What follows belongs to an exercise in optimizing a design on an open flow for small area; a production flow would make more cautious choices. The RTL was checked by simulation tests, not by an equivalence proof against the original design. No driver is modelled on the clock port, so clocking that relies on it looks cheaper here than on a real chip. Power is estimated from default activity; no workload was simulated.

`flow/config.mk`:
```
export PLATFORM = sky130hd
export DESIGN_NAME = Panorama
export DESIGN_NICKNAME = Panorama
export VERILOG_FILES = /design/flow/design.v
export SDC_FILE = /design/flow/constraint.sdc
export NUM_CORES = 4
export LEC_CHECK = 0
export CAP_MARGIN = 20
export CORE_MARGIN = 2
export CORE_UTILIZATION = 60
export CTS_BUF_LIST = sky130_fd_sc_hd__clkbuf_2 sky130_fd_sc_hd__clkbuf_4 sky130_fd_sc_hd__clkbuf_8
export SLEW_MARGIN = 20
```
`flow/constraint.sdc`:
```
create_clock -name core_clock -period 25.0 [get_ports {CLOCK_50}]
set_input_delay 5.0000 -clock core_clock [delete_from_list [all_inputs] [get_ports {CLOCK_50}]]
set_output_delay 5.0000 -clock core_clock [all_outputs]
set_load 0.01 [all_outputs]
```
`flow/design.v`:
```
module hex_full(h, s);
    input [3:0] h;
    output [6:0] s;
    assign s[0] = (~h[3] & ~h[2] & ~h[1] & h[0]) | (~h[3] & h[2] & ~h[1] & ~h[0]) | (h[3] & ~h[2] & h[1] & h[0]) | (h[3] & h[2] & ~h[1] & h[0]);
    assign s[1] = (~h[3] & h[2] & ~h[1] & h[0]) | (h[3] & h[2] & ~h[0]) | (h[3] & h[1] & h[0]) | (h[2] & h[1] & ~h[0]);
    assign s[2] = (~h[3] & ~h[2] & h[1] & ~h[0]) | (h[3] & h[2] & h[1]) | (h[3] & h[2] & ~h[0]);
    assign s[3] = (~h[3] & h[2] & ~h[1] & ~h[0]) | (h[3] & ~h[2] & h[1] & ~h[0]) | (~h[2] & ~h[1] & h[0]) | (h[2] & h[1] & h[0]);
    assign s[4] = (~h[3] & h[2] & ~h[1]) | (~h[3] & h[0]) | (~h[2] & ~h[1] & h[0]);
    assign s[5] = (~h[3] & ~h[2] & h[1]) | (~h[3] & ~h[2] & h[0]) | (~h[3] & h[1] & h[0]) | (h[3] & h[2] & ~h[1] & h[0]);
    assign s[6] = (~h[3] & ~h[2] & ~h[1]) | (~h[3] & h[2] & h[1] & h[0]) | (h[3] & h[2] & ~h[1] & ~h[0]);
endmodule
module hex_dec(h, s);
    input [3:0] h;
    output [6:0] s;
    assign s[0] = (~h[3] & ~h[2] & ~h[1] & h[0]) | (h[2] & ~h[1] & ~h[0]);
    assign s[1] = (h[2] & ~h[1] & h[0]) | (h[2] & h[1] & ~h[0]);
    assign s[2] = (~h[2] & h[1] & ~h[0]);
    assign s[3] = (~h[2] & ~h[1] & h[0]) | (h[2] & ~h[1] & ~h[0]) | (h[2] & h[1] & h[0]);
    assign s[4] = (h[2] & ~h[1]) | (h[0]);
    assign s[5] = (~h[3] & ~h[2] & h[0]) | (~h[2] & h[1]) | (h[1] & h[0]);
    assign s[6] = (~h[3] & ~h[2] & ~h[1]) | (h[2] & h[1] & h[0]);
endmodule
module hex_tens(h, s);
    input [2:0] h;
    output [6:0] s;
    assign s[0] = (h[2]) | (~h[1] & h[0]);
    assign s[1] = 1'b0;
    assign s[2] = (h[1] & ~h[0]);
    assign s[3] = (h[2]) | (~h[1] & h[0]);
    assign s[4] = (h[2]) | (h[0]);
    assign s[5] = (h[1]) | (h[0]);
    assign s[6] = (~h[2] & ~h[1]);
endmodule
module Panorama(SW, KEY, CLOCK_50, LEDR, HEX0, HEX1, HEX2, HEX3, HEX4, HEX5, HEX6, HEX7, LEDG);
    input [17:0] SW;
    input [3:0] KEY;
    input CLOCK_50;
    output [17:0] LEDR;
    output [6:0] HEX0, HEX1, HEX2, HEX3, HEX4, HEX5, HEX6, HEX7;
    output [7:0] LEDG;
    wire clk = CLOCK_50;
    wire resetn = KEY[0];
    wire next = ~KEY[1];
    wire go = ~KEY[3];
    wire hint = SW[17];
    localparam S_WAIT_DEC = 4'd0, S_LD3 = 4'd1, S_LD2 = 4'd2, S_LD1 = 4'd3,
               S_LD0 = 4'd4, S_LDW = 4'd5, S_BWW = 4'd6, S_WB = 4'd7,
               S_WBC = 4'd8, S_WBCW = 4'd9, S_GO = 4'd10, S_GOW = 4'd11,
               S_GOWW = 4'd12, S_RW = 4'd13;
    localparam F_OFF = 2'd0, F_ON = 2'd1, F_CHECK = 2'd2;
    reg [3:0] st;
    reg [1:0] fst;
    reg [3:0] d3, d2, d1, d0;
    reg [2:0] tt;
    reg [3:0] to;
    reg [8:0] rr;
    reg [2:0] ftn;
    reg [9:0] uc;
    reg ft;
    reg timeranout;
    reg result;
    reg [4:0] sct;
    reg [3:0] sco;
    wire chk = (st == S_WB) || (st == S_WBC) || (st == S_WBCW);
    wire chk2 = (st == S_WBC);
    wire over = (st == S_GO);
    wire overwait = (st == S_GOW) || (st == S_GOWW);
    wire reset_digits = (st == S_RW);
    wire [10:0] p3;
    assign p3[0] = (d3[0]);
    assign p3[1] = (d3[1]);
    assign p3[2] = (~d3[2] & d3[0]) | (d3[2] & ~d3[0]);
    assign p3[3] = (~d3[3] & ~d3[2] & ~d3[1] & d3[0]) | (d3[3] & ~d3[0]) | (d3[2] & d3[1]) | (d3[1] & ~d3[0]);
    assign p3[4] = (~d3[3] & ~d3[2] & d3[0]) | (~d3[2] & d3[1]) | (d3[2] & ~d3[1]);
    assign p3[5] = (d3[3]) | (d3[2]) | (d3[1]) | (d3[0]);
    assign p3[6] = (d3[3]) | (d3[2]) | (d3[1]) | (d3[0]);
    assign p3[7] = (d3[3] & ~d3[0]) | (d3[2] & ~d3[0]) | (d3[1] & ~d3[0]);
    assign p3[8] = (d3[3] & ~d3[0]) | (d3[2] & ~d3[1] & ~d3[0]) | (d3[1] & d3[0]);
    assign p3[9] = (d3[3] & ~d3[0]) | (d3[2] & d3[1]) | (d3[2] & d3[0]);
    assign p3[10] = (d3[3] & d3[0]);
    wire [7:0] p2;
    assign p2[0] = (d2[0]);
    assign p2[1] = (d2[1]);
    assign p2[2] = (d2[2]);
    assign p2[3] = (~d2[3] & d2[0]) | (d2[3] & ~d2[0]);
    assign p2[4] = (~d2[3] & ~d2[1] & d2[0]) | (d2[1] & ~d2[0]);
    assign p2[5] = (d2[3] & d2[0]) | (~d2[2] & d2[1] & ~d2[0]) | (d2[2] & ~d2[1]) | (d2[2] & d2[0]);
    assign p2[6] = (d2[3]) | (~d2[2] & d2[1] & d2[0]) | (d2[2] & ~d2[1]);
    assign p2[7] = (d2[3]) | (d2[2] & d2[1]);
    wire [5:0] p1;
    assign p1[0] = (d1[0]);
    assign p1[1] = (d1[1]);
    assign p1[2] = (~d1[2] & d1[0]) | (d1[2] & ~d1[0]);
    assign p1[3] = (d1[3]) | (~d1[2] & d1[1]) | (d1[2] & ~d1[1] & d1[0]) | (d1[1] & ~d1[0]);
    assign p1[4] = (d1[2] & ~d1[1]) | (d1[2] & ~d1[0]);
    assign p1[5] = (d1[3]) | (d1[2] & d1[1] & d1[0]);
    wire ax1 = d0[3] ^ p1[2];
    wire ax2 = d0[3] & p1[2];
    wire ax3 = p1[3] ^ p2[2];
    wire ax4 = p1[3] & p2[2];
    wire ax5 = p1[4] ^ p2[3];
    wire ax6 = p1[4] & p2[3];
    wire ax7 = p1[5] ^ p2[4];
    wire ax8 = p1[5] & p2[4];
    wire ax9 = d0[2] ^ p1[1];
    wire ax10 = d0[2] & p1[1];
    wire ax11 = ax1 ^ p2[1] ^ p3[0];
    wire ax12 = (ax1 & p2[1]) | (ax1 & p3[0]) | (p2[1] & p3[0]);
    wire ax13 = ax2 ^ ax3 ^ p3[1];
    wire ax14 = (ax2 & ax3) | (ax2 & p3[1]) | (ax3 & p3[1]);
    wire ax15 = ax4 ^ ax5 ^ p3[2];
    wire ax16 = (ax4 & ax5) | (ax4 & p3[2]) | (ax5 & p3[2]);
    wire ax17 = ax6 ^ ax7 ^ p3[3];
    wire ax18 = (ax6 & ax7) | (ax6 & p3[3]) | (ax7 & p3[3]);
    wire ax19 = ax8 ^ p2[5] ^ p3[4];
    wire ax20 = (ax8 & p2[5]) | (ax8 & p3[4]) | (p2[5] & p3[4]);
    wire ax21 = p2[6] ^ p3[5];
    wire ax22 = p2[6] & p3[5];
    wire ax23 = p2[7] ^ p3[6];
    wire ax24 = p2[7] & p3[6];
    wire ax25 = d0[1] ^ p1[0];
    wire ax26 = d0[1] & p1[0];
    wire ax27 = ax9 ^ p2[0] ^ ax26;
    wire ax28 = (ax9 & p2[0]) | (ax9 & ax26) | (p2[0] & ax26);
    wire ax29 = ax10 ^ ax11 ^ ax28;
    wire ax30 = (ax10 & ax11) | (ax10 & ax28) | (ax11 & ax28);
    wire ax31 = ax12 ^ ax13 ^ ax30;
    wire ax32 = (ax12 & ax13) | (ax12 & ax30) | (ax13 & ax30);
    wire ax33 = ax14 ^ ax15 ^ ax32;
    wire ax34 = (ax14 & ax15) | (ax14 & ax32) | (ax15 & ax32);
    wire ax35 = ax16 ^ ax17 ^ ax34;
    wire ax36 = (ax16 & ax17) | (ax16 & ax34) | (ax17 & ax34);
    wire ax37 = ax18 ^ ax19 ^ ax36;
    wire ax38 = (ax18 & ax19) | (ax18 & ax36) | (ax19 & ax36);
    wire ax39 = ax20 ^ ax21 ^ ax38;
    wire ax40 = (ax20 & ax21) | (ax20 & ax38) | (ax21 & ax38);
    wire ax41 = ax22 ^ ax23 ^ ax40;
    wire ax42 = (ax22 & ax23) | (ax22 & ax40) | (ax23 & ax40);
    wire ax43 = ax24 ^ p3[7] ^ ax42;
    wire ax44 = (ax24 & p3[7]) | (ax24 & ax42) | (p3[7] & ax42);
    wire ax45 = p3[8] ^ ax44;
    wire ax46 = p3[8] & ax44;
    wire ax47 = p3[9] ^ ax46;
    wire ax48 = p3[9] & ax46;
    wire ax49 = p3[10] ^ ax48;
    wire [13:0] answer = {ax49, ax47, ax45, ax43, ax41, ax39, ax37, ax35, ax33, ax31, ax29, ax27, ax25, d0[0]};
    wire [13:0] diff = answer ^ SW[13:0];
    wire correct = (diff == 14'd0) && ~timeranout;
    wire endtime = (tt == 3'd0) && (to == 4'd0) && (rr == 9'd0);
    wire gameover = endtime || (correct && chk2);
    wire sub = chk2 && ~correct;
    wire [3:0] bin;
    assign bin[0] = SW[1] | SW[3] | SW[5] | SW[7] | SW[9];
    assign bin[1] = SW[2] | SW[3] | SW[6] | SW[7];
    assign bin[2] = SW[4] | SW[5] | SW[6] | SW[7];
    assign bin[3] = SW[8] | SW[9];
    reg any_sw, many_sw;
    integer i;
    always @(*) begin
        any_sw = 1'b0;
        many_sw = 1'b0;
        for (i = 0; i < 10; i = i + 1) begin
            many_sw = many_sw | (any_sw & SW[i]);
            any_sw = any_sw | SW[i];
        end
    end
    wire bin_ok = any_sw & ~many_sw;
    reg [3:0] st_n;
    always @(*) begin
        case (st)
            S_WAIT_DEC: st_n = next ? S_LD3 : (go ? S_BWW : S_WAIT_DEC);
            S_LD3: st_n = S_LD2;
            S_LD2: st_n = S_LD1;
            S_LD1: st_n = S_LD0;
            S_LD0: st_n = S_LDW;
            S_LDW: st_n = next ? S_LDW : S_WAIT_DEC;
            S_BWW: st_n = go ? S_BWW : S_WB;
            S_WB: st_n = gameover ? S_GO : (go ? S_WBC : S_WB);
            S_WBC: st_n = gameover ? S_GO : S_WBCW;
            S_WBCW: st_n = gameover ? S_GO : (go ? S_WBCW : S_WB);
            S_GO: st_n = S_GOW;
            S_GOW: st_n = go ? S_GOW : S_GOWW;
            S_GOWW: st_n = go ? S_RW : S_GOW;
            S_RW: st_n = go ? S_RW : S_WAIT_DEC;
            default: st_n = S_WAIT_DEC;
        endcase
    end
    always @(posedge clk)
        st <= resetn ? st_n : S_WAIT_DEC;
    always @(posedge clk) begin
        if (!resetn || reset_digits) begin
            d3 <= 4'd0;
            d2 <= 4'd0;
            d1 <= 4'd0;
            d0 <= 4'd0;
        end else if (bin_ok) begin
            if (st == S_LD3) d3 <= d2;
            if (st == S_LD2) d2 <= d1;
            if (st == S_LD1) d1 <= d0;
            if (st == S_LD0) d0 <= bin;
        end
    end
    localparam [8:0] RR_499 = 9'd388;
    wire [8:0] rr_step = {rr[7:0], ~(rr[8] ^ rr[4])};
    always @(posedge clk) begin
        if (!chk || endtime) begin
            tt <= 3'd4;
            to <= 4'd0;
            rr <= 9'd0;
        end else if (rr == 9'd0) begin
            rr <= RR_499;
            if (to == 4'd0) begin
                to <= 4'd9;
                tt <= tt - 3'd1;
            end else
                to <= to - 4'd1;
        end else
            rr <= rr_step;
        if (sub) begin
            if (tt == 3'd0 && to[3:1] == 3'd0) begin
                tt <= 3'd0;
                to <= 4'd0;
                rr <= 9'd0;
            end else if (to[3:1] == 3'd0) begin
                rr <= rr;
                to <= to + 4'd8;
                tt <= tt - 3'd1;
            end else begin
                rr <= rr;
                to <= to - 4'd2;
            end
        end
    end
    always @(posedge clk) begin
        if (endtime)
            timeranout <= 1'b1;
        else if (!resetn || reset_digits)
            timeranout <= 1'b0;
    end
    always @(posedge clk) begin
        if (!resetn) begin
            result <= 1'b0;
            sct <= 5'd0;
            sco <= 4'd0;
        end else if (over) begin
            result <= correct;
            if (!correct || (sct == 5'd25 && sco == 4'd5)) begin
                sct <= 5'd0;
                sco <= 4'd0;
            end else if (sco == 4'd9) begin
                sco <= 4'd0;
                sct <= sct + 5'd1;
            end else
                sco <= sco + 4'd1;
        end
    end
    localparam [9:0] UC_99 = 10'd761, UC_123 = 10'd687, UC_248 = 10'd343,
                     UC_498 = 10'd598, UC_998 = 10'd345;
    wire f_dur = (uc == UC_99);
    reg [9:0] uc_last;
    always @(*) begin
        case (ftn[1:0])
            2'd0: uc_last = UC_123;
            2'd1: uc_last = UC_248;
            2'd2: uc_last = UC_498;
            default: uc_last = UC_998;
        endcase
    end
    wire en = chk && !ftn[2];
    wire [2:0] ftn_n = !resetn ? 3'd3 : ((fst == F_CHECK) ? tt : ftn);
    wire fchg = (ftn_n != ftn);
    wire [9:0] uc_step = {uc[8:0], ~(uc[9] ^ uc[6])};
    always @(posedge clk) begin
        ftn <= ftn_n;
        ft <= en && (uc == uc_last);
        if (!en || fchg || ft)
            uc <= 10'd0;
        else
            uc <= uc_step;
    end
    always @(posedge clk) begin
        if (!resetn)
            fst <= F_OFF;
        else case (fst)
            F_OFF: fst <= ft ? F_ON : F_OFF;
            F_ON: fst <= f_dur ? F_CHECK : F_ON;
            default: fst <= F_OFF;
        endcase
    end
    wire lose = ~result && overwait;
    wire flash = (fst == F_ON) && chk;
    assign LEDG = {8{result && overwait}};
    assign LEDR[13:0] = {14{lose}} | ({14{hint && chk}} & diff) | {14{~hint && flash}};
    assign LEDR[17:14] = {4{lose || flash}};
    hex_dec H0(.h(d0), .s(HEX0));
    hex_dec H1(.h(d1), .s(HEX1));
    hex_dec H2(.h(d2), .s(HEX2));
    hex_dec H3(.h(d3), .s(HEX3));
    hex_dec H4(.h(to), .s(HEX4));
    hex_tens H5(.h(tt), .s(HEX5));
    hex_dec H6(.h(sco), .s(HEX6));
    hex_full H7(.h(sct[3:0]), .s(HEX7));
endmodule
```
`flow/flow/run.sh`:
```
#!/bin/bash
# The standard ORFS layout (standard.sh) with these changes:
#  - synthesis: adders are not extracted into adder cells and ABC maps the logic with an
#    area-oriented script (flow/synth.tcl, flow/area.abc); registers are unchanged;
#  - port buffers are the smallest buffer cell instead of the one buffer_ports picks;
#  - clock tree synthesis adds no dummy loads and uses small clock buffers.
# The output of the whole run goes to flow.log (ORFS keeps each step's log under orfs/logs).
set -euo pipefail
export FLOW_WORK="$PWD"
export FLOW_ABC_SCRIPT="$PWD/flow/area.abc"
export BUFFER_PORTS_ARGS="-buffer_cell sky130_fd_sc_hd__buf_1"
export CTS_ARGS="-sink_clustering_enable -repair_clock_nets -dont_use_dummy_load -root_buf sky130_fd_sc_hd__clkbuf_8 -tree_buf sky130_fd_sc_hd__clkbuf_4 -buf_list {sky130_fd_sc_hd__clkbuf_4}"
bash standard.sh SYNTH_SCRIPT="$PWD/flow/synth.tcl" finish > flow.log 2>&1
```
`flow/flow/area.abc`:
```
&get -n
&st
&deepsyn -T 30
&put
dch
amap
```
`flow/flow/synth.tcl`:
```
# The standard synthesis (the same steps as synth_recipe.tcl) with two differences in the
# combinational logic only:
#  - Yosys's extract_fa is skipped, so adders stay plain gates that ABC can optimise freely;
#  - ABC maps the logic with flow/area.abc (area-oriented) instead of ORFS's speed script.
# Registers are mapped by the standard steps before ABC runs, so they are the standard
# synthesis's own (same names, count and cell types).
proc synth {args} { yosys synth -nofsm -noshare {*}$args }
proc extract_fa {args} { puts "extract_fa skipped" }
proc abc {args} {
  set i [lsearch -exact $args -script]
  if {$i >= 0} { set args [lreplace $args [expr {$i + 1}] [expr {$i + 1}] $::env(FLOW_ABC_SCRIPT)] }
  yosys abc {*}$args
}
source $::env(SCRIPTS_DIR)/synth.tcl
# left out here: clear keep_hierarchy, flatten, clean up, hide names made inside functions, write 1_2_yosys.v
```
`flow/standard.sh`:
```
#!/bin/bash
# synth_recipe.tcl (not shown) runs the flow's synth.tcl, then flattens the netlist and writes it again
# the make line also repeats each setting of config.mk as NAME=value (left out here)
make -C /OpenROAD-flow-scripts/flow DESIGN_CONFIG=/design/flow/config.mk WORK_HOME=/design/flow/orfs CLKGATE_MAP_FILE= SYNTH_SCRIPT=/design/flow/synth_recipe.tcl "${@:-finish}"
```
==> impl_metrics.py, run 1 <==
metrics = {
    "hold_path": {
        "min_delay_path_depth": 2,
        "hold_class": "reg -> reg",
        "holdCritStartpoint": "uc[5]",
        "holdPathEnd": "uc[6]",
    },
    "drt": {
        "num_vias": 4743,
        "drt_iter0_drc": 286,
        "routedWlPerCell_um": 13.4,
        "final_antenna_net_count": 0,
        "drc_errors": 0,
        "vias_per_cell": 5.71,
        "routed_wl_um": 11100,
        "dr.pass1.iters": 5,
    },
    "yosys": {
        "yosysTopAreaCellShare_pct": 23.8,
        "synth_flop_cell": "dfxtp_1",
        "synth_top_cell_by_area": "dfxtp_1",
        "synthArstFlopShare_pct": 0,
        "syn_area_per_cell_um2": 6.58,
        "yosysUniqueCellTypes": 44,
        "synthCells": 639,
        "syn_area_um2": 4200,
        "yosysWarnings": 1,
        "seq_area_frac_synth_pct": 33.1,
        "synth_fp_nets": 662,
        "ys_seq_elements": 63,
        "synth-edff-count": 13,
        "synth_area_leaders": "dfxtp_1 (24%), nor2_1 (14%), edfxtp_1 (9.3%)",
    },
    "layout": {
        "area_growth_pct": 12.5,
        "multiInputGateArea_um2": 2380,
        "ff_latch_area_um2": 1390,
        "diodes": 0,
        "drive_gt1_share_pct": 1.22,
        "fillers": 585,
        "fin_nets": 760,
    },
    "cts": {
        "cts_buffers": 9,
        "hold_buffers": 0,
        "tritoncts": "yes",
        "cts_resized": 0,
        "clock_path_buffers": 2,
        "clock_latency_ns": 0.34,
        "clk_pin_slew_ns": 0.08,
        "postCtsSetupRepairBufs": 0,
        "htreeDepth": 3,
        "root_buffer": "clkbuf_8",
        "clkSinkCount": 63,
    },
    "timing": {
        "finalSetupViolCount": 0,
        "min_period_ns": 11.19,
        "tightest_slew_ns": 0.850,
        "slew_violations": 0,
        "hold_violations": 0,
        "max_freq_ghz": 0.0894,
        "min_period_over_period_pct": 44.7,
        "finalSetupTns_ns": 0,
        "skew_ns": 0.0154,
        "rsz0062_at_grt": "false",
        "slew_headroom_pct": 42.8,
        "fin_hold_ws_ns": 0.454,
    },
    "worst_setup_path": {
        "reg2reg_depth": 29,
        "critPathKind": "in -> out",
        "slowest_delay_ns": 0.57,
        "rr_startpoint": "d1[0]",
        "ff2ff_setup_slack_ns": 18.73,
        "critPathArrivalTime_ns": 6.19,
        "worstPathMaxFanout": 14,
        "crit_chain": "buf_1 -> nor2b_1 -> or2_0 -> o21a_1 -> buf_1",
        "crit_top_cell": "buf_1",
        "startpoint_type": "primary input",
        "slowest_stage": "or2_0",
        "endpoint_kind": "output port",
        "rr_endpoint": "rr[6]",
        "required_ns": 20.00,
    },
    "global_route": {
        "top_usage_layer": "met2",
        "met3_usage_pct": 4.81,
        "grt-ovfl-total": 0,
        "grt_start_max_net_pins": 15,
        "grt_pass1_wl_um": 17500,
        "antenna_found_initial": 0,
        "use_met2_pct": 48.9,
        "track_usage_pct": 28.8,
        "grt_pass1_vias": 4017,
        "grt_use_met1_pct": 34.7,
    },
    "place": {
        "port_buffers": 99,
        "hpwlAfterDp_um": 8700,
        "place.gp.congestion": 0.979,
    },
    "die": {
        "io_pins": 105,
        "placementRows": 30,
        "fp.dieW_um": 87.7,
        "core_area_um2": 6790,
        "die_area_um2": 7690,
        "initial_core_util_pct": 61.8,
        "die_y_um": 87.7,
    },
    "run_status": {
        "status": "complete, no violations",
    },
    "pwr": {
        "p_leak_uw": 0.00166,
        "power_density_nw_per_um2": 46.4,
        "fin_total_pwr_uw": 219,
        "ir_drop_uv": 34.7,
    },
    "job": {
        "cap_violations": 0,
    },
}
per-stage QoR:
step / worst slack [ns] / utilization (%) / cell area (um2) / std cells
floorplan: 14.18 / - / 4200 / 639
global placement: 13.90 / 67.8 / 4600 / 822
detailed placement: 13.84 / 67.8 / 4600 / 822
CTS: 13.83 / 69.6 / 4730 / 831
global route: 13.70 / 69.6 / 4730 / 831
finish: 13.81 / 69.6 / 4730 / 831
routing by layer:
metal  vias to the layer above  share of wire, %
li1                       2414                 -
met1                      2082                42
met2                       199                47
met3                        48               6.1
met4                         0               4.0
met5                         -                 0
cells in the final DEF, fill, tap and decap left out, types with 12 or more instances in the layout:
| cell type | count |
|---|---|
| nor2_1 | 156 |
| buf_1 | 99 |
| clkinv_1 | 90 |
| a21oi_1 | 56 |
| nand2_1 | 51 |
| dfxtp_1 | 50 |
| o21ai_0 | 48 |
| nor3_1 | 27 |
| o22ai_1 | 26 |
| o21a_1 | 17 |
| edfxtp_1 | 13 |
| a31oi_1 | 12 |
flip-flops by register name (all words and copies together), names as in the netlist:
name / flops
d2: 4
tt: 3
ft: 1
rr: 9
st: 4
sco: 4
ftn: 3
d0: 4
sct: 5
to: 4
d3: 4
uc: 10
result: 1
d1: 4
timeranout: 1
fst: 2
cells by family (layout without fill, tap and decap cells):
group / Yosys count / in the layout / synth area share [%]
and+or+nand+nor: 274 / 274 / 27.7
AOI/OAI and AO/OA: 194 / 194 / 27.9
DFF: 63 / 63 / 33.1
xor gates and xnor gates: 5 / 5 / 1.04
other: 1 / 1 / 0.0893
buffers and inverters: 102 / 198 / 10.2
worst max-delay path by stage:
stage / from / cells after the start / endpoint
floorplan: SW[17] / 3 / LEDR[0]
global placement: SW[11] / 6 / LEDR[11]
detailed placement: SW[17] / 5 / LEDR[7]
CTS: SW[17] / 5 / LEDR[7]
global route: SW[17] / 5 / LEDR[9]
finish: SW[17] / 5 / LEDR[7]
power by group:
group	internal, uW	switching [uW]
Sequential	107	3.85
Clock	32.1	35.8
Combinational	13.2	27.9
critical path, delay by kind of cell:
kind                   cells  cell delay [ns]
buffers and inverters      2             0.22
AND/OR/NAND/NOR            2             0.72
AO/OA/AOI/OAI              1             0.24
final cells by class:
type	count	area share (%)
Multi-Input combinational cell	474	50.4
Sequential cell	63	29.4
Timing Repair Buffer	99	7.86
Inverter	90	7.15
Clock buffer	9	2.62
Tap cell	96	2.54
Yosys cell counts (8+ instances only):
cell type / instances
nor2_1: 156
clkinv_1: 90
a21oi_1: 56
nand2_1: 51
dfxtp_1: 50
o21ai_0: 48
nor3_1: 27
o22ai_1: 26
o21a_1: 17
edfxtp_1: 13
a31oi_1: 12
buf_4: 12
nor4_1: 8
or2_0: 8
==> run 2, diff against run 1 <==
--- a/flow/flow/run.sh
+++ b/flow/flow/run.sh
@@ -9,5 +9,5 @@
 export FLOW_WORK="$PWD"
 export FLOW_ABC_SCRIPT="$PWD/flow/area.abc"
 export BUFFER_PORTS_ARGS="-buffer_cell sky130_fd_sc_hd__buf_1"
-export CTS_ARGS="-sink_clustering_enable -repair_clock_nets -dont_use_dummy_load -root_buf sky130_fd_sc_hd__clkbuf_8 -tree_buf sky130_fd_sc_hd__clkbuf_4 -buf_list {sky130_fd_sc_hd__clkbuf_4}"
+export CTS_ARGS="-sink_clustering_enable -repair_clock_nets -dont_use_dummy_load -buf_list {sky130_fd_sc_hd__clkbuf_2 sky130_fd_sc_hd__clkbuf_4 sky130_fd_sc_hd__clkbuf_8}"
 bash standard.sh SYNTH_SCRIPT="$PWD/flow/synth.tcl" finish > flow.log 2>&1
==> run 2 against run 1 <==
Compared with the run above: count of clock-buffer cells in the layout unchanged; sequential share of layout area decreased by 0.15 points; total power increased by 10%; cell area increased by 0.50%; critical path type unchanged; critical endpoint is now LEDR[3]; largest power group unchanged; highest routed layer unchanged.
==> impl_metrics.py, run 2 <==
metrics = {
    "run_status": {
        "status": "complete, no violations",
    },
    "worst_setup_path": {
        "worst-path-buf-inv": 2,
        "cp-startpoint": "SW[3]",
        "slowest_stage": "a221oi_1",
        "rr_startpoint": "d1[0]",
        "crit_chain": "buf_1 -> nor3_1 -> a221oi_1 -> nor2_1 -> a21oi_1 -> o21ai_0 -> buf_1",
        "endpoint_kind": "output port",
        "critPathKind": "in -> out",
        "crit_top_cell": "buf_1",
        "cp.depth": 7,
        "critPathArrivalTime_ns": 6.21,
        "required_ns": 20.00,
        "startpoint_type": "primary input",
        "slowest_delay_ns": 0.27,
        "reg2reg_depth": 30,
        "crit_family": "compound AO/OA/AOI/OAI gates",
        "worstPathMaxFanout": 6,
    },
    "die": {
        "placementRows": 30,
        "die_y_um": 87.8,
        "core_area_um2": 6790,
        "initial_core_util_pct": 62.1,
        "fp.dieW_um": 87.8,
        "io_pins": 105,
        "die_area_um2": 7720,
    },
    "cts": {
        "root_buffer": "clkbuf_8",
        "cts_resized": 0,
        "htreeDepth": 3,
        "hold_buffers": 0,
        "clock_latency_ns": 0.34,
        "tritoncts": "yes",
        "clkSinkCount": 63,
        "postCtsSetupRepairBufs": 0,
        "cts_buffers": 9,
        "clock_path_buffers": 2,
        "clk_pin_slew_ns": 0.07,
    },
    "yosys": {
        "synth_area_leaders": "dfxtp_1 (24%), nor2_1 (13%), edfxtp_1 (9.3%)",
        "seq_area_frac_synth_pct": 33.0,
        "synth_flop_cell": "dfxtp_1",
        "syn_area_per_cell_um2": 6.48,
        "yosysWarnings": 1,
        "ys_seq_elements": 63,
        "synthArstFlopShare_pct": 0,
        "synth_fp_nets": 674,
        "yosysUniqueCellTypes": 39,
        "ys_top_cells_by_count": "nor2_1 (142), clkinv_1 (92), o21ai_0 (72), nand2_1 (71), dfxtp_1 (50)",
        "yosysTopAreaCellShare_pct": 23.7,
        "synthCells": 651,
        "synth_top_cell_by_area": "dfxtp_1",
        "yosysMostFrequentCell": "nor2_1",
        "syn_area_um2": 4220,
        "synth-edff-count": 13,
    },
    "drt": {
        "routedWlPerCell_um": 13.3,
        "vias_per_cell": 5.65,
        "dr.pass1.iters": 5,
        "drc_errors": 0,
        "routed_wl_um": 11200,
        "drt_iter0_drc": 171,
        "num_vias": 4768,
        "final_antenna_net_count": 0,
    },
    "layout": {
        "regMostFlops": "uc",
        "layout_commonest_cell": "nor2_1",
        "drive_gt1_share_pct": 1.34,
        "largest_register_ffs": 10,
        "largestRegisters": "uc (10), rr (9), sct (5)",
        "ff_latch_area_um2": 1390,
        "diodes": 0,
        "layout_common_cells": "nor2_1 (142), buf_1 (99), clkinv_1 (92), o21ai_0 (72), nand2_1 (71)",
        "multiInputGateArea_um2": 2390,
        "fin_util_pct": 69.9,
        "area_growth_pct": 12.6,
        "fin_nets": 773,
        "fillers": 629,
        "stdcell_count": 844,
    },
    "timing": {
        "tightest_slew_ns": 0.995,
        "min_period_over_period_pct": 44.8,
        "finalSetupTns_ns": 0,
        "slew_headroom_pct": 32.9,
        "min_period_ns": 11.21,
        "max_freq_ghz": 0.0892,
        "slew_violations": 0,
        "rsz0062_at_grt": "false",
        "finalSetupViolCount": 0,
        "skew_ns": 0.0181,
        "hold_violations": 0,
    },
    "hold_path": {
        "min_delay_path_depth": 2,
        "holdCritStartpoint": "uc[7]",
        "hold_class": "reg -> reg",
    },
    "global_route": {
        "grt_pass1_vias": 4242,
        "grt-ovfl-total": 0,
        "grt_start_max_net_pins": 16,
        "grt_pass1_wl_um": 18300,
        "track_usage_pct": 29.6,
        "antenna_found_initial": 0,
    },
    "pwr": {
        "ir_drop_uv": 37.3,
        "power_density_nw_per_um2": 50.8,
        "p_leak_uw": 0.00167,
    },
    "place": {
        "place.gp.congestion": 0.942,
        "port_buffers": 99,
        "hpwlAfterDp_um": 8740,
        "placed_cells": 835,
    },
    "job": {
        "cap_violations": 0,
    },
}
## run 2: cell type report
cell class | instances | share of cell area (%)
Multi-Input combinational cell | 484 | 50.3
Sequential cell | 63 | 29.3
Timing Repair Buffer | 100 | 7.98
Inverter | 92 | 7.27
Clock buffer | 9 | 2.61
Tap cell | 96 | 2.53
## run 2: where the power goes
group          switching (uW)  internal (uW)
clock                    36.5           32.1
combinational            39.4           18.7
sequential               5.58            109
total                    81.4            160
## run 2: tightest hold or removal path: cells and delay by family (launching register included)
family / cells / cell delay (ns)
DFF: 1 / 0.31
and+or+nand+nor: 1 / 0.04
buffers and inverters: 1 / 0.05
## run 2: metal layers
layer	routed length [um]	GRT usage (%)
met5	0	0
met4	252	12.4
met3	617	4.24
met2	5520	52.8
met1	4840	35.5
## run 2: kinds of logic after synthesis
logic type | synth area share, %
buffers and inverters | 10.3
other | 0.0889
AND/OR/NAND/NOR | 28.7
flip-flops | 33.0
XOR/XNOR | 0.415
AO/OA/AOI/OAI | 27.5
## run 2: per-stage QoR
| step | setup slack, ns | total power, uW | instance area [um2] | hold slack [ns] |
|---|---|---|---|---|
| after floorplan | 14.11 | 158 | 4220 | 0.418 |
| after global placement | 13.83 | 172 | 4630 | 0.429 |
| after detailed placement | 13.82 | 173 | 4630 | 0.432 |
| after CTS | 13.82 | 241 | 4750 | 0.443 |
| after global routing | 13.70 | 253 | 4750 | 0.459 |
| final | 13.79 | 241 | 4750 | 0.439 |
## run 2: path summary, 6_finish.rpt
check	endpoint	slack [ns]
worst max-delay path	LEDR[3]	13.79
worst max register to register	to[3]	18.45
worst min-delay path	uc[8]	0.44
worst min register to register	uc[8]	0.44
==> run 3, diff against run 2 <==
--- a/flow/design.v
+++ b/flow/design.v
@@ -43,29 +43,26 @@
     wire next = ~KEY[1];
     wire go = ~KEY[3];
     wire hint = SW[17];
-    localparam S_WAIT_DEC = 4'd0, S_LD3 = 4'd1, S_LD2 = 4'd2, S_LD1 = 4'd3,
-               S_LD0 = 4'd4, S_LDW = 4'd5, S_BWW = 4'd6, S_WB = 4'd7,
-               S_WBC = 4'd8, S_WBCW = 4'd9, S_GO = 4'd10, S_GOW = 4'd11,
-               S_GOWW = 4'd12, S_RW = 4'd13;
-    localparam F_OFF = 2'd0, F_ON = 2'd1, F_CHECK = 2'd2;
+    localparam S_WAIT_DEC = 4'd0, S_LD3 = 4'd1, S_LD2 = 4'd3, S_LD1 = 4'd2, S_LD0 = 4'd6, S_LDW = 4'd7, S_BWW = 4'd5, S_WB = 4'd12, S_WBC = 4'd13, S_WBCW = 4'd15, S_GO = 4'd14, S_GOW = 4'd10, S_GOWW = 4'd11, S_RW = 4'd8;
+    localparam F_OFF = 2'd0, F_ON = 2'd1, F_CHECK = 2'd2, F_STOP = 2'd3;
     reg [3:0] st;
     reg [1:0] fst;
     reg [3:0] d3, d2, d1, d0;
     reg [2:0] tt;
     reg [3:0] to;
     reg [8:0] rr;
-    reg [2:0] ftn;
+    reg [1:0] ftn;
     reg [9:0] uc;
     reg ft;
     reg timeranout;
     reg result;
     reg [4:0] sct;
     reg [3:0] sco;
-    wire chk = (st == S_WB) || (st == S_WBC) || (st == S_WBCW);
-    wire chk2 = (st == S_WBC);
-    wire over = (st == S_GO);
-    wire overwait = (st == S_GOW) || (st == S_GOWW);
-    wire reset_digits = (st == S_RW);
+    wire chk = (st[3] & st[2] & ~st[1]) | (st[3] & st[2] & st[0]);
+    wire chk2 = (st[3] & ~st[1] & st[0]);
+    wire over = (st[3] & st[2] & st[1] & ~st[0]);
+    wire overwait = (st[3] & ~st[2] & st[1]);
+    wire reset_digits = (st[3] & ~st[2] & ~st[1]);
     wire [10:0] p3;
     assign p3[0] = (d3[0]);
     assign p3[1] = (d3[1]);
@@ -194,10 +191,10 @@
             d1 <= 4'd0;
             d0 <= 4'd0;
         end else if (bin_ok) begin
-            if (st == S_LD3) d3 <= d2;
-            if (st == S_LD2) d2 <= d1;
-            if (st == S_LD1) d1 <= d0;
-            if (st == S_LD0) d0 <= bin;
+            if ((~st[2] & ~st[1] & st[0])) d3 <= d2;
+            if ((~st[3] & ~st[2] & st[1] & st[0])) d2 <= d1;
+            if ((~st[3] & ~st[2] & st[1] & ~st[0])) d1 <= d0;
+            if ((~st[3] & st[2] & ~st[0])) d0 <= bin;
         end
     end
     localparam [8:0] RR_499 = 9'd388;
@@ -259,19 +256,22 @@
     wire f_dur = (uc == UC_99);
     reg [9:0] uc_last;
     always @(*) begin
-        case (ftn[1:0])
+        case (ftn)
             2'd0: uc_last = UC_123;
             2'd1: uc_last = UC_248;
             2'd2: uc_last = UC_498;
             default: uc_last = UC_998;
         endcase
     end
-    wire en = chk && !ftn[2];
-    wire [2:0] ftn_n = !resetn ? 3'd3 : ((fst == F_CHECK) ? tt : ftn);
-    wire fchg = (ftn_n != ftn);
+    wire en = chk && (fst != F_STOP);
+    wire check = (fst == F_CHECK);
+    wire fchg = !resetn ? (ftn != 2'd3 || fst == F_STOP) : (check && tt != {1'b0, ftn});
     wire [9:0] uc_step = {uc[8:0], ~(uc[9] ^ uc[6])};
     always @(posedge clk) begin
-        ftn <= ftn_n;
+        if (!resetn)
+            ftn <= 2'd3;
+        else if (check)
+            ftn <= tt[1:0];
         ft <= en && (uc == uc_last);
         if (!en || fchg || ft)
             uc <= 10'd0;
@@ -284,7 +284,8 @@
         else case (fst)
             F_OFF: fst <= ft ? F_ON : F_OFF;
             F_ON: fst <= f_dur ? F_CHECK : F_ON;
-            default: fst <= F_OFF;
+            F_CHECK: fst <= tt[2] ? F_STOP : F_OFF;
+            default: fst <= F_STOP;
         endcase
     end
     wire lose = ~result && overwait;
==> run 3 against run 2 <==
Compared with the run above: critical path depth is 2 higher; cell count is 3.2% lower; core utilization is 0.76 points lower; fmax is 1.2% lower; clock power is 0.9% lower; die area is 1.3% lower; sequential cell count is 1 lower; non-clock buffer count stayed put; register-to-register slack hardly changed; routed wire length is 0.16% lower; sequential power is 9% lower; largest cell class unchanged.
==> impl_metrics.py, run 3 <==
metrics = {
    "run_status": {
        "status": "complete, no violations",
    },
    "layout": {
        "fillers": 608,
        "layout_common_cells": "nor2_1 (157), buf_1 (99), clkinv_1 (94), o21ai_0 (81), dfxtp_1 (49)",
        "largestRegisters": "uc (10), rr (9), sct (5)",
        "fin_util_pct": 69.2,
        "fin_nets": 762,
        "largest_register_ffs": 10,
        "regMostFlops": "uc",
        "diodes": 0,
        "area_growth_pct": 12.3,
        "drive_gt1_share_pct": 1.36,
        "final_cell_area_um2": 4670,
        "layout_commonest_cell": "nor2_1",
    },
    "pwr": {
        "ir_drop_uv": 49.2,
        "p_leak_uw": 0.00163,
        "power_density_nw_per_um2": 41.1,
    },
    "yosys": {
        "syn_area_per_cell_um2": 6.50,
        "syn_area_um2": 4160,
        "synth_fp_nets": 663,
        "synthCells": 640,
        "synth-edff-count": 13,
        "ys_top_cells_by_count": "nor2_1 (157), clkinv_1 (94), o21ai_0 (81), dfxtp_1 (49)",
        "yosysMostFrequentCell": "nor2_1",
        "seq_area_frac_synth_pct": 33.0,
        "synth_top_cell_by_area": "dfxtp_1",
        "synth_flop_cell": "dfxtp_1",
        "synthArstFlopShare_pct": 0,
        "synth_area_leaders": "dfxtp_1 (24%), nor2_1 (14%), o21ai_0 (9.7%)",
        "yosysWarnings": 1,
        "ys_seq_elements": 62,
        "yosysUniqueCellTypes": 45,
        "yosysTopAreaCellShare_pct": 23.6,
    },
    "timing": {
        "min_period_ns": 11.34,
        "finalSetupViolCount": 0,
        "skew_ns": 0.0149,
        "max_freq_ghz": 0.0882,
        "rsz0062_at_grt": "false",
        "min_period_over_period_pct": 45.4,
        "tightest_slew_ns": 0.996,
        "slew_violations": 0,
        "hold_violations": 0,
        "fin_hold_ws_ns": 0.447,
        "slew_headroom_pct": 32.9,
        "finalSetupTns_ns": 0,
    },
    "place": {
        "place_area_um2": 4550,
        "hpwlAfterDp_um": 8640,
        "port_buffers": 99,
        "place.gp.congestion": 0.925,
    },
    "global_route": {
        "grt_pass1_vias": 4041,
        "grt_start_max_net_pins": 16,
        "antenna_found_initial": 0,
        "grt_pass1_wl_um": 17800,
        "grt-ovfl-total": 0,
        "track_usage_pct": 29.1,
    },
    "worst_setup_path": {
        "startpoint_type": "primary input",
        "worstPathMaxFanout": 4,
        "ff2ff_setup_slack_ns": 18.44,
        "rr_startpoint": "d1[2]",
        "endpoint_kind": "output port",
        "required_ns": 20.00,
        "rr_endpoint": "rr[0]",
        "reg2reg_depth": 35,
        "critPathArrivalTime_ns": 6.34,
        "critPathKind": "in -> out",
    },
    "drt": {
        "routed_wl_um": 11200,
        "drc_errors": 0,
        "num_vias": 4765,
        "vias_per_cell": 5.83,
        "dr.pass1.iters": 6,
        "final_antenna_net_count": 0,
        "drt_iter0_drc": 261,
        "routedWlPerCell_um": 13.7,
    },
    "hold_path": {
        "holdPathEnd": "uc[5]",
        "hold_class": "reg -> reg",
        "holdCritStartpoint": "uc[4]",
        "min_delay_path_depth": 2,
    },
    "cts": {
        "clock_latency_ns": 0.34,
        "root_buffer": "clkbuf_8",
        "hold_buffers": 0,
        "htreeDepth": 3,
        "cts_buffers": 9,
        "tritoncts": "yes",
        "cts_resized": 0,
        "clkSinkCount": 62,
        "postCtsSetupRepairBufs": 0,
        "clock_path_buffers": 2,
        "clk_pin_slew_ns": 0.07,
    },
    "die": {
        "fp.dieW_um": 87.3,
        "initial_core_util_pct": 61.6,
        "die_y_um": 87.3,
        "die_area_um2": 7620,
        "core_area_um2": 6760,
        "placementRows": 30,
        "io_pins": 105,
    },
    "job": {
        "cap_violations": 0,
    },
}
==> run 3: cell count changes in the layout (fill, tap and decap cells not counted), sizes merged, moves of 3 or more <==
cell and delta:
o22ai -5, a22oi -3, a211oi -3, nor2b -3, nor2 +15, o221ai +5, o21ai +9, nand2 -30
==> run 3: per-stage QoR <==
step | std cells | setup WS, ns | total power (uW)
3_3_place_gp | 808 | 13.70 | 125
5_1_grt | 817 | 13.54 | 198
4_1_cts | 817 | 13.71 | 191
3_5_place_dp | 808 | 13.71 | 125
2_1_floorplan | 640 | 14.04 | 119
6_report | 817 | 13.66 | 192
==> run 3: report_power, final <==
part / internal, uW / total [uW] / leakage, uW / switching [uW]
Clock: 32.1 / 67.9 / 0.0000647 / 35.9
Combinational: 6.10 / 18.6 / 0.00101 / 12.5
Sequential: 103 / 105 / 0.000556 / 2.40
Total: 141 / 192 / 0.00163 / 50.7
==> run 3: cells by family (layout without fill, tap and decap cells) <==
| family | after synthesis | count (layout) | share of synthesized area [%] |
|---|---|---|---|
| simple gates | 273 | 273 | 28.2 |
| buf+inv | 106 | 203 | 10.6 |
| other cells | 1 | 1 | 0.0901 |
| xor+xnor | 1 | 1 | 0.211 |
| compound gates | 197 | 197 | 27.9 |
| flops | 62 | 62 | 33.0 |
==> run 3: worst max-delay path by stage <==
stage | start | endpoint | slack, ns | cells past startpoint
floorplan | SW[4] | LEDR[4] | 14.04 | 7
global placement | SW[4] | LEDR[4] | 13.70 | 9
detailed placement | SW[4] | LEDR[4] | 13.71 | 9
CTS | SW[4] | LEDR[4] | 13.71 | 9
global route | SW[4] | LEDR[4] | 13.54 | 9
finish | SW[4] | LEDR[4] | 13.66 | 9
==> run 3: routing by layer <==
metal | vias to the layer above | wire, um | GRT usage, %
met5 | - | 0 | 0
met4 | 0 | 210 | 9.09
met3 | 27 | 702 | 4.27
met2 | 173 | 5410 | 51.4
met1 | 2149 | 4890 | 36.4
li1 | 2416 | - | -
==> run 3: critical path, stage by stage <==
cell and delay, ns:
buf_1 0.12, o21ai_0 0.21, nor2_1 0.06, a21oi_1 0.15, nor2_1 0.06, a21oi_1 0.15
a21oi_1 0.10, o21ai_0 0.30, buf_1 0.19
==> run 3: layout make-up <==
type	count	area, um2	area share [%]
tap	80	100	2.14
multi-input combinational	472	2350	50.2
sequential	62	1370	29.3
inverter	94	353	7.55
clock buffer	9	124	2.65
timing repair buffer	100	379	8.11
==> run 4, diff against run 3 <==
==> flow/flow/run.sh (replaced) <==
#!/bin/bash
# The standard ORFS layout (standard.sh) with these changes:
#  - synthesis: adders are not extracted into adder cells and ABC maps the logic with an
#    area-oriented script (flow/synth.tcl, flow/area.abc); registers are unchanged;
#  - port buffers are the smallest buffer cell instead of the one buffer_ports picks;
#  - clock tree synthesis adds no dummy loads and builds the tree from clkbuf_4 cells, after
#    which the root buffer alone is made a clkbuf_8 (flow/root_buf.tcl).
# Each tool's output goes to a log here: flow_to_cts.log, root_buf.log, flow_finish.log
# (ORFS also keeps each step's log under orfs/logs).
set -euo pipefail
export FLOW_WORK="$PWD"
export FLOW_ABC_SCRIPT="$PWD/flow/area.abc"
export BUFFER_PORTS_ARGS="-buffer_cell sky130_fd_sc_hd__buf_1"
export CTS_ARGS="-sink_clustering_enable -repair_clock_nets -dont_use_dummy_load -buf_list {sky130_fd_sc_hd__clkbuf_4}"
bash standard.sh SYNTH_SCRIPT="$PWD/flow/synth.tcl" cts > flow_to_cts.log 2>&1
export FLOW_CTS_ODB="$PWD/orfs/results/sky130hd/Panorama/base/4_cts.odb"
openroad -no_init -exit "$PWD/flow/root_buf.tcl" > root_buf.log 2>&1
bash standard.sh SYNTH_SCRIPT="$PWD/flow/synth.tcl" finish > flow_finish.log 2>&1
==> flow/flow/root_buf.tcl (new file) <==
# After clock tree synthesis: give the clock tree's root buffer (the one cell the clock port
# drives) a stronger clkbuf, so the small leaf buffers get a sharp input edge, then legalise
# the placement again. Reads and rewrites ORFS's 4_cts.odb.
set odb $::env(FLOW_CTS_ODB)
read_db $odb
set block [ord::get_db_block]
set clk [$block findNet CLOCK_50]
set master [[ord::get_db] findMaster sky130_fd_sc_hd__clkbuf_8]
foreach it [$clk getITerms] {
  if {[$it isInputSignal]} {
    set inst [$it getInst]
    puts "root buffer [$inst getName]: [[$inst getMaster] getName] -> sky130_fd_sc_hd__clkbuf_8"
    $inst swapMaster $master
  }
}
detailed_placement
check_placement -verbose
write_db $odb
==> run 4 against run 3 <==
Compared with the run above: still clean on timing, DRC and antenna; clock power down 23%; core utilization down 0.91 points; fmax up 0.44%; highest routed layer unchanged.
==> impl_metrics.py, run 4 <==
metrics = {
    "yosys": {
        "ys_seq_elements": 62,
        "synth-edff-count": 13,
        "syn_area_um2": 4150,
        "seq_area_frac_synth_pct": 33.1,
        "synthArstFlopShare_pct": 0,
        "ys_top_cells_by_count": "nor2_1 (167), clkinv_1 (104), o21ai_0 (67), dfxtp_1 (49), a21oi_1 (48)",
        "yosysUniqueCellTypes": 41,
        "synth_flop_cell": "dfxtp_1",
        "synth_fp_nets": 667,
        "yosysTopAreaCellShare_pct": 23.6,
        "syn_area_per_cell_um2": 6.44,
        "synthCells": 644,
        "synth_area_leaders": "dfxtp_1 (24%), nor2_1 (15%), clkinv_1 (9.4%)",
        "yosysWarnings": 1,
        "yosysMostFrequentCell": "nor2_1",
        "synth_top_cell_by_area": "dfxtp_1",
    },
    "layout": {
        "final_cell_area_um2": 4610,
        "layout_commonest_cell": "nor2_1",
        "largestRegisters": "uc (10), rr (9), sct (5)",
        "area_growth_pct": 11.2,
        "layout_common_cells": "nor2_1 (167), clkinv_1 (104), buf_1 (99), o21ai_0 (67), dfxtp_1 (49)",
        "largest_register_ffs": 10,
        "fin_nets": 766,
        "drive_gt1_share_pct": 1.35,
        "stdcell_count": 821,
        "regMostFlops": "uc",
        "diodes": 0,
    },
    "timing": {
        "tightest_slew_ns": 0.907,
        "min_period_over_period_pct": 45.2,
        "hold_violations": 0,
        "min_period_ns": 11.29,
        "fin_hold_ws_ns": 0.443,
        "finalSetupViolCount": 0,
        "slew_headroom_pct": 39.0,
        "rsz0062_at_grt": "false",
        "slew_violations": 0,
        "skew_ns": 0.0238,
        "layout_setup_ws_ns": 13.71,
        "finalSetupTns_ns": 0,
        "max_freq_ghz": 0.0886,
    },
    "cts": {
        "cts_buffers": 9,
        "postCtsSetupRepairBufs": 0,
        "tritoncts": "yes",
        "root_buffer": "clkbuf_4",
        "hold_buffers": 0,
        "clock_path_buffers": 2,
        "clkSinkCount": 62,
        "htreeDepth": 3,
        "clk_pin_slew_ns": 0.09,
        "cts_resized": 0,
        "clock_latency_ns": 0.35,
    },
    "worst_setup_path": {
        "setup.worst_path.end": "LEDR[4]",
        "critPathKind": "in -> out",
        "required_ns": 20.00,
        "startpoint_type": "primary input",
        "rr_endpoint": "rr[0]",
        "endpoint_kind": "output port",
        "worstPathMaxFanout": 3,
        "critPathArrivalTime_ns": 6.29,
        "ff2ff_setup_slack_ns": 18.30,
        "cp-startpoint": "SW[4]",
        "rr_startpoint": "d1[0]",
        "reg2reg_depth": 34,
    },
    "job": {
        "cap_violations": 0,
    },
    "global_route": {
        "grt_pass1_wl_um": 17400,
        "antenna_found_initial": 0,
        "grt_start_max_net_pins": 16,
        "grt_pass1_vias": 3981,
        "track_usage_pct": 28.7,
        "grt-ovfl-total": 0,
    },
    "die": {
        "initial_core_util_pct": 61.4,
        "fp.dieW_um": 87.2,
        "io_pins": 105,
        "die_y_um": 87.2,
        "core_area_um2": 6760,
        "die_area_um2": 7600,
        "placementRows": 30,
    },
    "drt": {
        "drc_errors": 0,
        "num_vias": 4762,
        "vias_per_cell": 5.80,
        "dr.pass1.iters": 6,
        "routed_wl_um": 11000,
        "drt_iter0_drc": 245,
        "final_antenna_net_count": 0,
        "routedWlPerCell_um": 13.4,
    },
    "pwr": {
        "p_leak_uw": 0.00156,
        "power_density_nw_per_um2": 51.8,
        "ir_drop_uv": 47.2,
    },
    "place": {
        "hpwlAfterDp_um": 8740,
        "placed_cells": 812,
        "place.gp.congestion": 0.962,
        "place_area_um2": 4540,
        "port_buffers": 99,
        "pre_cts_slack_ns": 13.75,
    },
    "hold_path": {
        "hold_class": "reg -> reg",
    },
    "run_status": {
        "status": "complete, no violations",
    },
}
## run 4: cell count changes after synthesis, moves of 4 or more
cell,before,now
a21oi_1,41,48
o21ai_0,81,67
clkinv_1,94,104
or2_0,10,3
nor2_1,157,167
nand2_1,41,45
a211oi_1,5,12
## run 4: worst min-delay path by stage
stage	startpoint	to	cells past startpoint
after floorplan	uc[2]	uc[3]	2
after global placement	uc[2]	uc[3]	2
after detailed placement	uc[8]	uc[9]	2
after CTS	uc[2]	uc[3]	2
after global routing	uc[2]	uc[3]	2
final	uc[2]	uc[3]	2
## run 4: final cells by class
class                   count  area, um2
multi-input cells         466       2300
fillers                   646       2140
flip-flops and latches     62       1370
inverters                 104        390
repair buffers            100        379
well taps                  80        100
clock buffers               9       73.8
## run 4: cells by family after synthesis
kind of cell | after synthesis | share of synthesized area, %
AOI/OAI and AO/OA | 195 | 28.2
xor gates and xnor gates | 1 | 0.211
buffers and inverters | 116 | 11.6
DFF | 62 | 33.1
other | 1 | 0.0904
and+or+nand+nor | 269 | 26.8
## run 4: routing by layer
layer  vias to the layer above  global-route usage [%]  part of all wire (%)
met4                         0                    8.67                   2.0
met1                      2149                    36.7                    44
met2                       163                    49.3                    47
met3                        23                    5.50                   6.6
met5                         -                       0                     0
li1                       2427                       -                     -
## run 4: report_power, final
group	internal (uW)	total, uW	switching (uW)
Sequential	109	116	7.09
Clock	18.6	52.4	33.7
Combinational	22.9	70.7	47.8
## run 4: worst max-delay path, cell delays in order
cell      delay, ns
buf_1          0.14
clkinv_1       0.10
o22ai_1        0.22
nor2_1         0.06
a21oi_1        0.22
clkinv_1       0.09
o21ai_0        0.27
buf_1          0.19
## run 4: through the flow
step                util [%]  power, uW
floorplan                  -        167
global placement        67.2        184
detailed placement      67.2        187
CTS                     68.2        236
global route            68.3        253
finish                  68.3        239
==> run 5, diff against run 4 <==
--- a/flow/design.v
+++ b/flow/design.v
@@ -199,34 +199,29 @@
     end
     localparam [8:0] RR_499 = 9'd388;
     wire [8:0] rr_step = {rr[7:0], ~(rr[8] ^ rr[4])};
+    wire s_lt2 = (tt == 3'd0) && (to[3:1] == 3'd0);
+    wire t_zero = sub && s_lt2;                  
+    wire t_load = (!chk || endtime) && !t_zero;  
+    wire t_clr = t_load || t_zero;
+    wire rr_hold = sub && !s_lt2;
+    wire rr_zero = (rr == 9'd0);
+    wire [8:0] rr_n = ~{9{t_clr}} & (({9{rr_hold}} & rr) |
+                                     ({9{!rr_hold && rr_zero}} & RR_499) |
+                                     ({9{!rr_hold && !rr_zero}} & rr_step));
+    wire to_lt2 = (to[3:1] == 3'd0);
+    wire tt_dec = sub ? to_lt2 : (rr_zero && to == 4'd0);
+    wire [2:0] tt_n = ({3{t_load}} & 3'd4) |
+                      ({3{!t_clr && tt_dec}} & (tt - 3'd1)) |
+                      ({3{!t_clr && !tt_dec}} & tt);
     always @(posedge clk) begin
-        if (!chk || endtime) begin
-            tt <= 3'd4;
+        rr <= rr_n;
+        tt <= tt_n;
+        if (t_clr)
             to <= 4'd0;
-            rr <= 9'd0;
-        end else if (rr == 9'd0) begin
-            rr <= RR_499;
-            if (to == 4'd0) begin
-                to <= 4'd9;
-                tt <= tt - 3'd1;
-            end else
-                to <= to - 4'd1;
-        end else
-            rr <= rr_step;
-        if (sub) begin
-            if (tt == 3'd0 && to[3:1] == 3'd0) begin
-                tt <= 3'd0;
-                to <= 4'd0;
-                rr <= 9'd0;
-            end else if (to[3:1] == 3'd0) begin
-                rr <= rr;
-                to <= to + 4'd8;
-                tt <= tt - 3'd1;
-            end else begin
-                rr <= rr;
-                to <= to - 4'd2;
-            end
-        end
+        else if (sub)
+            to <= to_lt2 ? to + 4'd8 : to - 4'd2;
+        else if (rr_zero)
+            to <= (to == 4'd0) ? 4'd9 : to - 4'd1;
     end
     always @(posedge clk) begin
         if (endtime)
==> run 5 against run 4 <==
Compared with the run above: largest power group unchanged; largest cell class unchanged; cell count down 0.61%; critical path depth up 1; non-clock buffer count down 1; fmax down 0.28%; critical path type unchanged; sequential cell count unchanged; clock skew up 0.0092 ns; via count down 1.1%.
==> impl_metrics.py, run 5 <==
metrics = {
    "run_status": {
        "status": "complete, no violations",
    },
    "yosys": {
        "seq_area_frac_synth_pct": 30.5,
        "synth-compound-area-share_pct": 28.3,
        "yosysMostFrequentCell": "nor2_1",
        "synthMuxAreaShare_pct": 0,
        "yosysUniqueCellTypes": 45,
        "ys_seq_elements": 62,
        "synth_top_family_by_area": "simple AND/OR/NAND/NOR gates",
        "synth_top_cell_by_area": "dfxtp_1",
        "synthAdderAreaFrac_pct": 0,
        "synth_xor_area_share_pct": 0.215,
        "synth-edff-count": 0,
        "synth-simple-area-share_pct": 29.6,
        "synth_flop_cell": "dfxtp_1",
        "ys_top_cells_by_count": "nor2_1 (152), clkinv_1 (98), dfxtp_1 (62), o21ai_0 (58), nand2_1 (50)",
        "synth_fp_nets": 663,
        "syn_area_per_cell_um2": 6.35,
        "synthCells": 640,
        "synth_area_leaders": "dfxtp_1 (31%), nor2_1 (14%), clkinv_1 (9.0%)",
        "yosysWarnings": 1,
        "synthArstFlopShare_pct": 0,
        "syn_area_um2": 4070,
        "yosysTopAreaCellShare_pct": 30.5,
    },
    "place": {
        "place.gp.congestion": 0.952,
        "port_buffers": 99,
        "hpwlAfterDp_um": 8430,
    },
    "layout": {
        "largestRegisters": "uc (10), rr (9), sct (5)",
        "fillers": 631,
        "drive_gt1_share_pct": 1.22,
        "largest_register_ffs": 10,
        "diodes": 0,
        "layout_common_cells": "nor2_1 (152), buf_1 (99), clkinv_1 (98), dfxtp_1 (62), o21ai_0 (57)",
        "layout_commonest_cell": "nor2_1",
        "regMostFlops": "uc",
        "fin_util_pct": 67.7,
        "area_growth_pct": 11.2,
        "fin_nets": 761,
    },
    "pwr": {
        "p_leak_uw": 0.00154,
        "ir_drop_uv": 30.4,
        "power_density_nw_per_um2": 41.2,
    },
    "worst_setup_path": {
        "crit_family": "compound AO/OA/AOI/OAI gates",
        "rr_endpoint": "to[0]",
        "crit_top_cell": "buf_1",
        "cp-startpoint": "SW[11]",
        "required_ns": 20.00,
        "startpoint_type": "primary input",
        "ff2ff_setup_slack_ns": 18.97,
        "worst-path-buf-inv": 3,
        "slowest_delay_ns": 0.23,
        "endpoint_kind": "output port",
        "worstPathMaxFanout": 3,
        "rr_startpoint": "d1[2]",
        "reg2reg_depth": 30,
        "critPathKind": "in -> out",
        "slowest_stage": "o21ai_0",
        "critPathArrivalTime_ns": 6.32,
        "crit_chain": "buf_1 -> nor2_1 -> a21oi_1 -> clkinv_1 -> o22ai_1 -> or2_0 -> a31oi_1 -> o21ai_0 -> buf_1",
    },
    "drt": {
        "wl_met3_um": 735,
        "drt_iter0_drc": 277,
        "drc_errors": 0,
        "num_vias": 4710,
        "wl_met2_um": 4940,
        "vias_per_cell": 5.77,
        "routedWlPerCell_um": 13.1,
        "final_antenna_net_count": 0,
        "highest_layer": "met4",
        "dr.pass1.iters": 6,
        "met1Wirelength_um": 4830,
        "routed_wl_um": 10700,
    },
    "timing": {
        "tightest_slew_ns": 0.669,
        "max_freq_ghz": 0.0883,
        "min_period_over_period_pct": 45.3,
        "finalSetupTns_ns": 0,
        "slew_headroom_pct": 55.1,
        "finalSetupViolCount": 0,
        "skew_ns": 0.0330,
        "hold_violations": 0,
        "rsz0062_at_grt": "false",
        "min_period_ns": 11.32,
        "slew_violations": 0,
        "fin_hold_ws_ns": 0.444,
    },
    "die": {
        "core_area_um2": 6680,
        "fp.dieW_um": 86.3,
        "io_pins": 105,
        "die_y_um": 86.3,
        "die_area_um2": 7450,
        "placementRows": 30,
        "initial_core_util_pct": 60.9,
    },
    "cts": {
        "htreeDepth": 3,
        "clk_pin_slew_ns": 0.10,
        "cts_buffers": 9,
        "postCtsSetupRepairBufs": 0,
        "tritoncts": "yes",
        "clock_latency_ns": 0.34,
        "cts_resized": 0,
        "clock_path_buffers": 2,
        "hold_buffers": 0,
        "clkSinkCount": 62,
        "root_buffer": "clkbuf_4",
    },
    "hold_path": {
        "min_delay_path_depth": 2,
        "holdCritStartpoint": "uc[2]",
        "hold_class": "reg -> reg",
        "holdPathEnd": "uc[3]",
    },
    "global_route": {
        "grt_start_max_net_pins": 16,
        "grt-ovfl-total": 0,
        "track_usage_pct": 28.9,
        "grt_pass1_wl_um": 17600,
        "antenna_found_initial": 0,
        "grt_pass1_vias": 4031,
    },
    "job": {
        "cap_violations": 0,
    },
}
## run 5: metal layers
layer | track usage, % | vias up
li1 | - | 2413
met1 | 37.8 | 2077
met2 | 47.8 | 202
met3 | 5.05 | 18
met4 | 10.7 | 0
met5 | 0 | -
## run 5: how the worst max path moves through the flow
| stage | to | slack [ns] | depth (start not counted) |
|---|---|---|---|
| 5_1_grt | LEDR[11] | 13.50 | 9 |
| 6_report | LEDR[11] | 13.68 | 9 |
| 3_5_place_dp | LEDR[11] | 13.73 | 9 |
| 2_1_floorplan | LEDR[11] | 14.07 | 7 |
| 4_1_cts | LEDR[11] | 13.72 | 9 |
| 3_3_place_gp | LEDR[9] | 13.75 | 8 |
## run 5: tightest hold or removal path, stage by stage (launching register included)
cell and delay, ns:
dfxtp_1 0.32, clkinv_1 0.05, nor2_1 0.04
## run 5: area by class of cell
class	count	area, um2	share of cell area [%]
multi-input combinational	468	2370	52.4
inverter	98	368	8.14
tap	80	100	2.21
timing repair buffer	99	372	8.22
clock buffer	9	73.8	1.63
sequential	62	1240	27.4
## run 5: kinds of logic (layout without fill, tap and decap cells)
family,after synthesis,count (layout)
AND/OR/NAND/NOR,281,281
other,1,1
AO/OA/AOI/OAI,185,185
XOR/XNOR,1,1
flip-flops,62,62
buffers and inverters,110,206
## run 5: report_power, final
group	total, uW	internal, uW	leakage [uW]	switching, uW
Clock	49.2	18.6	0.0000440	30.6
Combinational	32.6	11.1	0.00100	21.5
Sequential	105	101	0.000501	3.52
Total	186	131	0.00154	55.6
## run 5: metrics by stage
stage	cells	worst slack [ns]	power (uW)	instance area, um2
4_1_cts	816	13.72	185	4520
2_1_floorplan	640	14.07	130	4070
3_3_place_gp	807	13.75	138	4450
6_report	816	13.68	186	4520
3_5_place_dp	807	13.73	139	4450
5_1_grt	816	13.50	196	4520
==> run 6, diff against run 5 <==
--- a/flow/design.v
+++ b/flow/design.v
@@ -246,8 +246,8 @@
                 sco <= sco + 4'd1;
         end
     end
-    localparam [9:0] UC_99 = 10'd761, UC_123 = 10'd687, UC_248 = 10'd343,
-                     UC_498 = 10'd598, UC_998 = 10'd345;
+    localparam [9:0] UC_0 = 10'd735, UC_99 = 10'd615, UC_123 = 10'd800, UC_248 = 10'd544,
+                     UC_498 = 10'd552, UC_998 = 10'd608;
     wire f_dur = (uc == UC_99);
     reg [9:0] uc_last;
     always @(*) begin
@@ -269,7 +269,7 @@
             ftn <= tt[1:0];
         ft <= en && (uc == uc_last);
         if (!en || fchg || ft)
-            uc <= 10'd0;
+            uc <= UC_0;
         else
             uc <= uc_step;
     end
==> run 6 against run 5 <==
Compared with the run above: sequential power fell by 4%; die area fell by 0.42%; clock skew decreased by 0.0086 ns; sequential cell count unchanged; hold slack worse by 0.0053 ns.
==> impl_metrics.py, run 6 <==
metrics = {
    "timing": {
        "skew_ns": 0.0244,
        "tightest_slew_ns": 0.906,
        "slew_violations": 0,
        "min_period_ns": 11.27,
        "finalSetupTns_ns": 0,
        "hold_violations": 0,
    },
    "cts": {
        "cts_resized": 0,
        "htreeDepth": 3,
        "clock_latency_ns": 0.35,
        "tritoncts": "yes",
        "postCtsSetupRepairBufs": 0,
        "clk_pin_slew_ns": 0.11,
    },
    "pwr": {
        "power_density_nw_per_um2": 37.7,
        "p_leak_uw": 0.00160,
        "ir_drop_uv": 38.3,
    },
    "yosys": {
        "synthCells": 623,
        "syn_area_per_cell_um2": 6.50,
        "synth_fp_nets": 646,
        "synth_area_leaders": "dfxtp_1 (31%), nor2_1 (11%), clkinv_1 (8.7%)",
        "yosysWarnings": 1,
        "synth-edff-count": 0,
        "synthArstFlopShare_pct": 0,
        "ys_top_cells_by_count": "nor2_1 (117), clkinv_1 (94), nand2_1 (73), dfxtp_1 (62), o21ai_0 (58)",
        "ys_seq_elements": 62,
        "yosysTopAreaCellShare_pct": 30.7,
        "yosysUniqueCellTypes": 44,
    },
    "worst_setup_path": {
        "critPathArrivalTime_ns": 6.27,
        "rr_startpoint": "d1[0]",
        "required_ns": 20.00,
        "cp-startpoint": "SW[17]",
        "setup.worst_path.end": "LEDR[6]",
        "rr_endpoint": "to[2]",
        "worstPathMaxFanout": 15,
        "slowest_stage": "nand2b_1",
        "reg2reg_depth": 30,
        "slowest_delay_ns": 0.50,
        "crit_chain": "buf_1 -> nand2_1 -> nand2b_1 -> o21a_1 -> buf_1",
    },
    "drt": {
        "final_antenna_net_count": 0,
        "vias_per_cell": 5.87,
        "routed_wl_um": 10800,
        "num_vias": 4670,
        "drt_iter0_drc": 312,
        "dr.pass1.iters": 5,
        "routedWlPerCell_um": 13.6,
    },
    "layout": {
        "final_cell_area_um2": 4500,
        "stdcell_count": 796,
        "drive_gt1_share_pct": 1.25,
        "largestRegisters": "uc (10), rr (9), sct (5)",
        "area_growth_pct": 11.2,
        "largest_register_ffs": 10,
        "layout_common_cells": "nor2_1 (117), buf_1 (99), clkinv_1 (94), nand2_1 (73), dfxtp_1 (62)",
        "regMostFlops": "uc",
    },
    "hold_path": {
        "holdCritStartpoint": "uc[4]",
        "hold_class": "reg -> reg",
        "min_delay_path_depth": 2,
    },
    "die": {
        "die_y_um": 86.1,
        "fp.dieW_um": 86.1,
        "initial_core_util_pct": 63.0,
        "placementRows": 29,
        "core_area_um2": 6420,
        "io_pins": 105,
    },
    "place": {
        "placed_cells": 787,
        "place.gp.congestion": 1.01,
        "place_area_um2": 4430,
        "hpwlAfterDp_um": 8460,
    },
    "job": {
        "cap_violations": 0,
    },
    "run_status": {
        "status": "complete, no violations",
    },
    "global_route": {
        "grt_start_max_net_pins": 16,
        "grt_pass1_wl_um": 17900,
        "grt-ovfl-total": 0,
        "antenna_found_initial": 0,
    },
}
-- run 6: changes by cell type after synthesis, sizes merged, moves of 4 or more --
cell    before  now
or2          7   12
o21a        12   22
nor4        10    5
a21oi       40   28
nand2       50   73
nor2       152  117
clkinv      98   94
nor3        37   33
-- run 6: how the worst min path moves through the flow --
stage / to / slack (ns)
5_1_grt: uc[5] / 0.45
3_5_place_dp: uc[5] / 0.42
2_1_floorplan: uc[5] / 0.40
3_3_place_gp: uc[5] / 0.42
6_report: uc[5] / 0.44
4_1_cts: uc[5] / 0.44
-- run 6: kinds of logic after synthesis --
logic type	Yosys count	share of synthesized area (%)
compound gates	185	29.4
xor+xnor	3	0.649
other cells	1	0.0926
buf+inv	106	10.9
flops	62	30.7
simple gates	266	28.3
-- run 6: area by class of cell --
| cell class | instances | area [um2] | area share (%) |
|---|---|---|---|
| Clock buffer | 9 | 73.8 | 1.64 |
| Timing Repair Buffer | 99 | 372 | 8.26 |
| Inverter | 94 | 353 | 7.84 |
| Sequential cell | 62 | 1240 | 27.6 |
| Tap cell | 77 | 96.3 | 2.14 |
| Multi-Input combinational cell | 455 | 2360 | 52.5 |
-- run 6: worst max-delay path: cells and delay by family --
| family | cells | cell delay (ns) |
|---|---|---|
| buf+inv | 2 | 0.25 |
| simple gates | 2 | 0.78 |
| compound gates | 1 | 0.23 |
-- run 6: metal layers --
layer	wire length (um)	part of all wire [%]	up-vias	track usage [%]
li1	-	-	2360	-
met1	4640	43	2090	37.4
met2	5300	49	193	51.1
met3	682	6.3	27	4.43
met4	213	2.0	0	9.67
met5	0	0	-	0
-- run 6: where the power goes --
part	total [uW]	switching, uW	internal, uW
clock network	53.3	34.6	18.7
logic	15.2	10.3	4.97
registers	101	1.62	99.7
-- run 6: metrics by stage --
stage | total power [uW] | hold WS (ns) | util [%] | setup WS (ns)
floorplan | 113 | 0.403 | - | 14.23
global placement | 118 | 0.418 | 68.9 | 13.79
detailed placement | 118 | 0.421 | 68.9 | 13.77
CTS | 168 | 0.440 | 70.0 | 13.77
global route | 176 | 0.450 | 70.1 | 13.65
finish | 170 | 0.439 | 70.1 | 13.73

==> what the ideal ports hide <==
The flow's constraints put no driver on any port. The routed layouts listed below were extracted and timed again, unchanged, in two steps. Step 1 sets driving cells, clkbuf_16 on the clock port and buf_2 on the other inputs (assumed; they add their load-dependent delay and slew). Step 2 also shifts input and output timing later by t, the mid clock arrival at the registers, as if the neighbouring blocks saw the same clock. Slacks: ideal / step 1 / step 2; pairs: ideal / step 1.
| run | shift t [ns] | setup slack, ns |
|---|---|---|
| run 1 | 0.368 | 13.813 / 13.780 / 13.780 |
| run 2 | 0.364 | 13.793 / 13.770 / 13.770 |
| run 3 | 0.363 | 13.657 / 13.638 / 13.638 |
| run 4 | 0.363 | 13.707 / 13.671 / 13.671 |
| run 5 | 0.356 | 13.675 / 13.644 / 13.644 |
| run 6 | 0.364 | 13.732 / 13.707 / 13.707 |
After both steps every run listed still meets setup and hold.
